From an optimization exercise on the open Yosys and OpenROAD flow, aimed at small area; shortcuts taken in it are not production practice.
In this exercise RTL edits were held to simulation tests only and were not proved equivalent to the original.

## the previous run
// audio_lpf
module audio_lpf (
    input  wire               clk,
    input  wire               rst_n,
    input  wire               valid_in,
    input  wire signed [31:0] x_in,
    output wire               valid_out,
    output wire signed [31:0] y_out
);
    fir u_fir_lpr (
        .clk(clk), .rst_n(rst_n), .valid_in(valid_in), .x_in(x_in),
        .valid_out(valid_out), .y_out(y_out));
endmodule
For scale: about 1,100 cells after synthesis, ~83 flip-flops, roughly 68 I/O pins, about 0.012 mm2 of cells after synthesis.
export LEC_CHECK = 0
export CAP_MARGIN = 20
export CELL_PAD_IN_SITES_DETAIL_PLACEMENT = 1
export CELL_PAD_IN_SITES_GLOBAL_PLACEMENT = 1
export CORE_MARGIN = 2
export CORE_UTILIZATION = 55
export CTS_BUF_LIST = sky130_fd_sc_hd__clkbuf_8
export PLACE_DENSITY = 0.75
export SLEW_MARGIN = 20
export SYNTH_HIERARCHICAL = 1
create_clock -name core_clock -period 10.0 [get_ports {clk}]
standard.sh (not shown) runs the stock make flow with config.mk's settings and CLKGATE_MAP_FILE= SYNTH_SCRIPT=/design/flow/synth_recipe.tcl, a recipe that flattens the netlist after the stock synthesis.
==> flow/flow/run.sh <==
#!/bin/bash
# Own flow: the standard layout (standard.sh, unchanged synthesis and steps),
# with the I/O port buffers that global placement inserts made from the
# smallest buffer cell, sky130_fd_sc_hd__buf_1, instead of the default choice.
# Each ORFS step keeps its full log under orfs/logs/; this script's own output
# goes to flow_run.log in the work folder.
set -euo pipefail
exec > >(tee -a flow_run.log) 2>&1
echo "run.sh: $(date -u) in $(pwd)"
bash standard.sh "BUFFER_PORTS_ARGS=-buffer_cell sky130_fd_sc_hd__buf_1" finish
echo "run.sh: done $(date -u)"
Inputs modified between the previous run and the current run:
Settings: swapping 55 for 40 in CORE_UTILIZATION.
--- outcome ---
The current run has worst hold path depth below what the previous run had.
Between the previous run and the current run, the met2 global-route usage is lower for the current run.
On register-to-register slack: the current run sits above the previous run.
The current run against the previous run: non-clock buffer count shows a reduction of 3, routed wire length shows an increase of 3.7%, number of standard cells in the layout, taps in and fillers out shows an increase of 113.


## v10
audio_lpf, a different RTL version from the one above (not shown whole).
Size in the first run: about 83 flip-flops, about 68 I/O pins.
Settings: LEC_CHECK=0, CAP_MARGIN=20, CELL_PAD_IN_SITES_DETAIL_PLACEMENT=1, CELL_PAD_IN_SITES_GLOBAL_PLACEMENT=1, CORE_MARGIN=2, CORE_UTILIZATION=40, SLEW_MARGIN=20, SYNTH_HIERARCHICAL=1; clock period 10.0 ns.
run.sh (not shown) runs the stock make flow with config.mk's settings and CLKGATE_MAP_FILE= SYNTH_SCRIPT=/design/flow/synth_recipe.tcl, a recipe that flattens the netlist after the stock synthesis.
Stock flow here: none of the scripts above is used.
The inputs of v50 differ from those of v10 as listed below.
Settings: PLACE_DENSITY now 0.75, previously not set; CTS_BUF_LIST now sky130_fd_sc_hd__clkbuf_8, previously not set.
==> flow/flow/run.sh (new file) <==
#!/bin/bash
# Own flow: the standard layout (standard.sh, unchanged synthesis and steps),
# with the I/O port buffers that global placement inserts made from the
# smallest buffer cell, sky130_fd_sc_hd__buf_1, instead of the default choice.
# Each ORFS step keeps its full log under orfs/logs/; this script's own output
# goes to flow_run.log in the work folder.
set -euo pipefail
exec > >(tee -a flow_run.log) 2>&1
echo "run.sh: $(date -u) in $(pwd)"
bash standard.sh "BUFFER_PORTS_ARGS=-buffer_cell sky130_fd_sc_hd__buf_1" finish
echo "run.sh: done $(date -u)"
==> flow/standard.sh (new file) <==
#!/bin/bash
# synth_recipe.tcl (not shown) runs the flow's synth.tcl, then flattens the netlist and writes it again
# the make line also repeats each setting of config.mk as NAME=value (left out here)
make -C /OpenROAD-flow-scripts/flow DESIGN_CONFIG=/design/flow/config.mk WORK_HOME=/design/flow/orfs CLKGATE_MAP_FILE= SYNTH_SCRIPT=/design/flow/synth_recipe.tcl "${@:-finish}"
removed: flow/run.sh
Findings:
v50 went all the way through the flow, and no timing, DRC or antenna check failed. v10 -> v50: count of input and output buffers delta 0, exact match. Where wire length of the first global-routing pass is concerned, v10 is outperformed by v50. Relative to v10, v50 improves worst-case setup margin in the final layout. Compared with v10, via count normalized by instance count in v50 increased by a few percent. Buffering overhead (v50 over v10): decrease, 2.3 points. Number of vias after detailed routing: v50 vs v10 up 369.
--- input diff v50..v23 ---
Settings: changing CTS_BUF_LIST from sky130_fd_sc_hd__clkbuf_8 to sky130_fd_sc_hd__clkbuf_4 sky130_fd_sc_hd__clkbuf_16; removing PLACE_DENSITY (formerly 0.75).
### Flow results
Going from v50 to v23, data arrival at the endpoint of the critical path moved up, cell area after placement rose by 53 um^2. Between v23 and v50, it is v23 whose global-route usage is higher, by 1.5 points. Sequential portion of the cell area essentially unchanged between v23 and v50. For the fraction of final layout cells with drive strength greater than 1, v23 came in 0.43 points higher than v50 did. First-iteration detailed-routing DRC count is lower on v23. Re post-route worst setup slack: v23 is 0.32 ns down on v50. Critical path depth in v23 is 1 lower than in v50.
What v35 does differently from v23 at the input level:
Settings: CTS_BUF_LIST changed from sky130_fd_sc_hd__clkbuf_4 sky130_fd_sc_hd__clkbuf_16 to sky130_fd_sc_hd__clkbuf_8.
Results
- [v35] required time at the endpoint of the critical path rose 0.04 ns relative to v23
- Taking v23 as the reference, in v35 cell area dropped 0.60%; wire length barely changed.
- Register bit count reported by yosys came out exactly the same in v23 and v35.
- There was hardly any difference in sequential share of layout area between v23 and v35.
- Maximum cell stage delay along the critical path: higher on v35
- For routing usage on met1, v35 and v23 come out practically identical.
Modified inputs, v58 compared to v35
Settings: setting GPL_TIMING_DRIVEN to 0 for the first time.
==> results.txt <==
Post-detailed-routing wire length, v58 vs v35: up by a few percent
v35 → v58: fraction of layout cells with a size suffix above 1 now sits lower.
Count of clock-net buffers in the final layout (v58 over v35): decrease, 2


the reference run:
audio_lpf with an RTL version that a note above also has.
Size in the first run: ~1,100 cells after synthesis, ~68 I/O pins, about 12,000 um2 of cells after synthesis.
clock: 10.0 ns
lec_check: 0
cap_margin: 20
cell_pad_in_sites_detail_placement: 1
cell_pad_in_sites_global_placement: 1
core_margin: 2
core_utilization: 40
cts_buf_list: sky130_fd_sc_hd__clkbuf_8
slew_margin: 20
synth_hierarchical: 1
standard.sh (not shown) runs the stock make flow with config.mk's settings and CLKGATE_MAP_FILE= SYNTH_SCRIPT=/design/flow/synth_recipe.tcl, a recipe that flattens the netlist after the stock synthesis.
==> flow/flow/run.sh <==
#!/bin/bash
# Own flow: the standard layout (standard.sh, unchanged synthesis and steps),
# with the I/O port buffers that global placement inserts made from the
# smallest buffer cell, sky130_fd_sc_hd__buf_1, instead of the default choice.
# Each ORFS step keeps its full log under orfs/logs/; this script's own output
# goes to flow_run.log in the work folder.
set -euo pipefail
exec > >(tee -a flow_run.log) 2>&1
echo "run.sh: $(date -u) in $(pwd)"
bash standard.sh "BUFFER_PORTS_ARGS=-buffer_cell sky130_fd_sc_hd__buf_1" finish
echo "run.sh: done $(date -u)"
The reference run has completed all stages; timing, DRC and antenna checks passed.
For the trial run, these inputs were changed with respect to the reference run:
# the reference run
export LEC_CHECK = 0
export CAP_MARGIN = 20
export CELL_PAD_IN_SITES_DETAIL_PLACEMENT = 1
export CELL_PAD_IN_SITES_GLOBAL_PLACEMENT = 1
export CORE_MARGIN = 2
export CORE_UTILIZATION = 40
export CTS_BUF_LIST = sky130_fd_sc_hd__clkbuf_8
export SLEW_MARGIN = 20
export SYNTH_HIERARCHICAL = 1
create_clock -name core_clock -period 10.0 [get_ports {clk}]
# the trial run
export LEC_CHECK = 0
export CAP_MARGIN = 20
export CORE_MARGIN = 2
export CORE_UTILIZATION = 40
export CTS_BUF_LIST = sky130_fd_sc_hd__clkbuf_8
export PLACE_DENSITY = 0.75
export SLEW_MARGIN = 20
export SYNTH_HIERARCHICAL = 1
create_clock -name core_clock -period 10.0 [get_ports {clk}]
Results
- Re global-route wire length before repair: the reference run and the trial run aren't equal, and the higher value belongs to the reference run.
- Looking at shortest period the worst path allows across both flows, the trial run is the stronger of the two, with the reference run trailing.
- What the trial run reported for total wirelength of the detailed-routed design has to be multiplied by 1.09 to get the figure for the reference run.

==> port drivers added, routing unchanged <==
Ports are ideal in the flow. The routed layouts listed here were re-timed in OpenROAD.
Step 1 assumes that a clkbuf_16 drives the clock port and a buf_2 every other input.
Step 2 also shifts input and output timing later by t, the mid clock arrival at the registers, as if the neighbouring blocks saw the same clock.
a / b / c = ideal / step 1 / step 2; a / b = the first two.
run | t (ns) | setup WS [ns] | hold slack, ns | worst slew at a driven data input, ns
the previous run | 0.433 | 0.909 / 0.928 / 0.495 | 0.565 / 0.565 / 0.565 | 0.04
the current run | 0.442 | 1.024 / 1.013 / 0.571 | 0.558 / 0.558 / 0.558 | 0.05
v10 | 0.397 | 0.842 / 0.866 / 0.469 | 0.636 / 0.636 / 0.636 | 0.04
v50 | 0.438 | 1.138 / 1.162 / 0.724 | 0.639 / 0.639 / 0.639 | 0.05
v23 | 0.409 | 0.818 / 0.836 / 0.427 | 0.628 / 0.628 / 0.628 | 0.04
v35 | 0.440 | 0.822 / 0.836 / 0.397 | 0.632 / 0.632 / 0.632 | 0.04
v58 | 0.440 | 0.773 / 0.792 / 0.353 | 0.646 / 0.646 / 0.646 | 0.03
the reference run | 0.450 | 0.743 / 0.760 / 0.311 | 0.561 / 0.561 / 0.561 | 0.04
the trial run | 0.417 | 1.080 / 1.096 / 0.679 | 0.586 / 0.586 / 0.586 | 0.03
After both steps setup and hold are still met in every run listed. For the current run, which loses most, drivers alone change the setup slack by -0.011 ns; drivers and shift together by -0.453 ns.
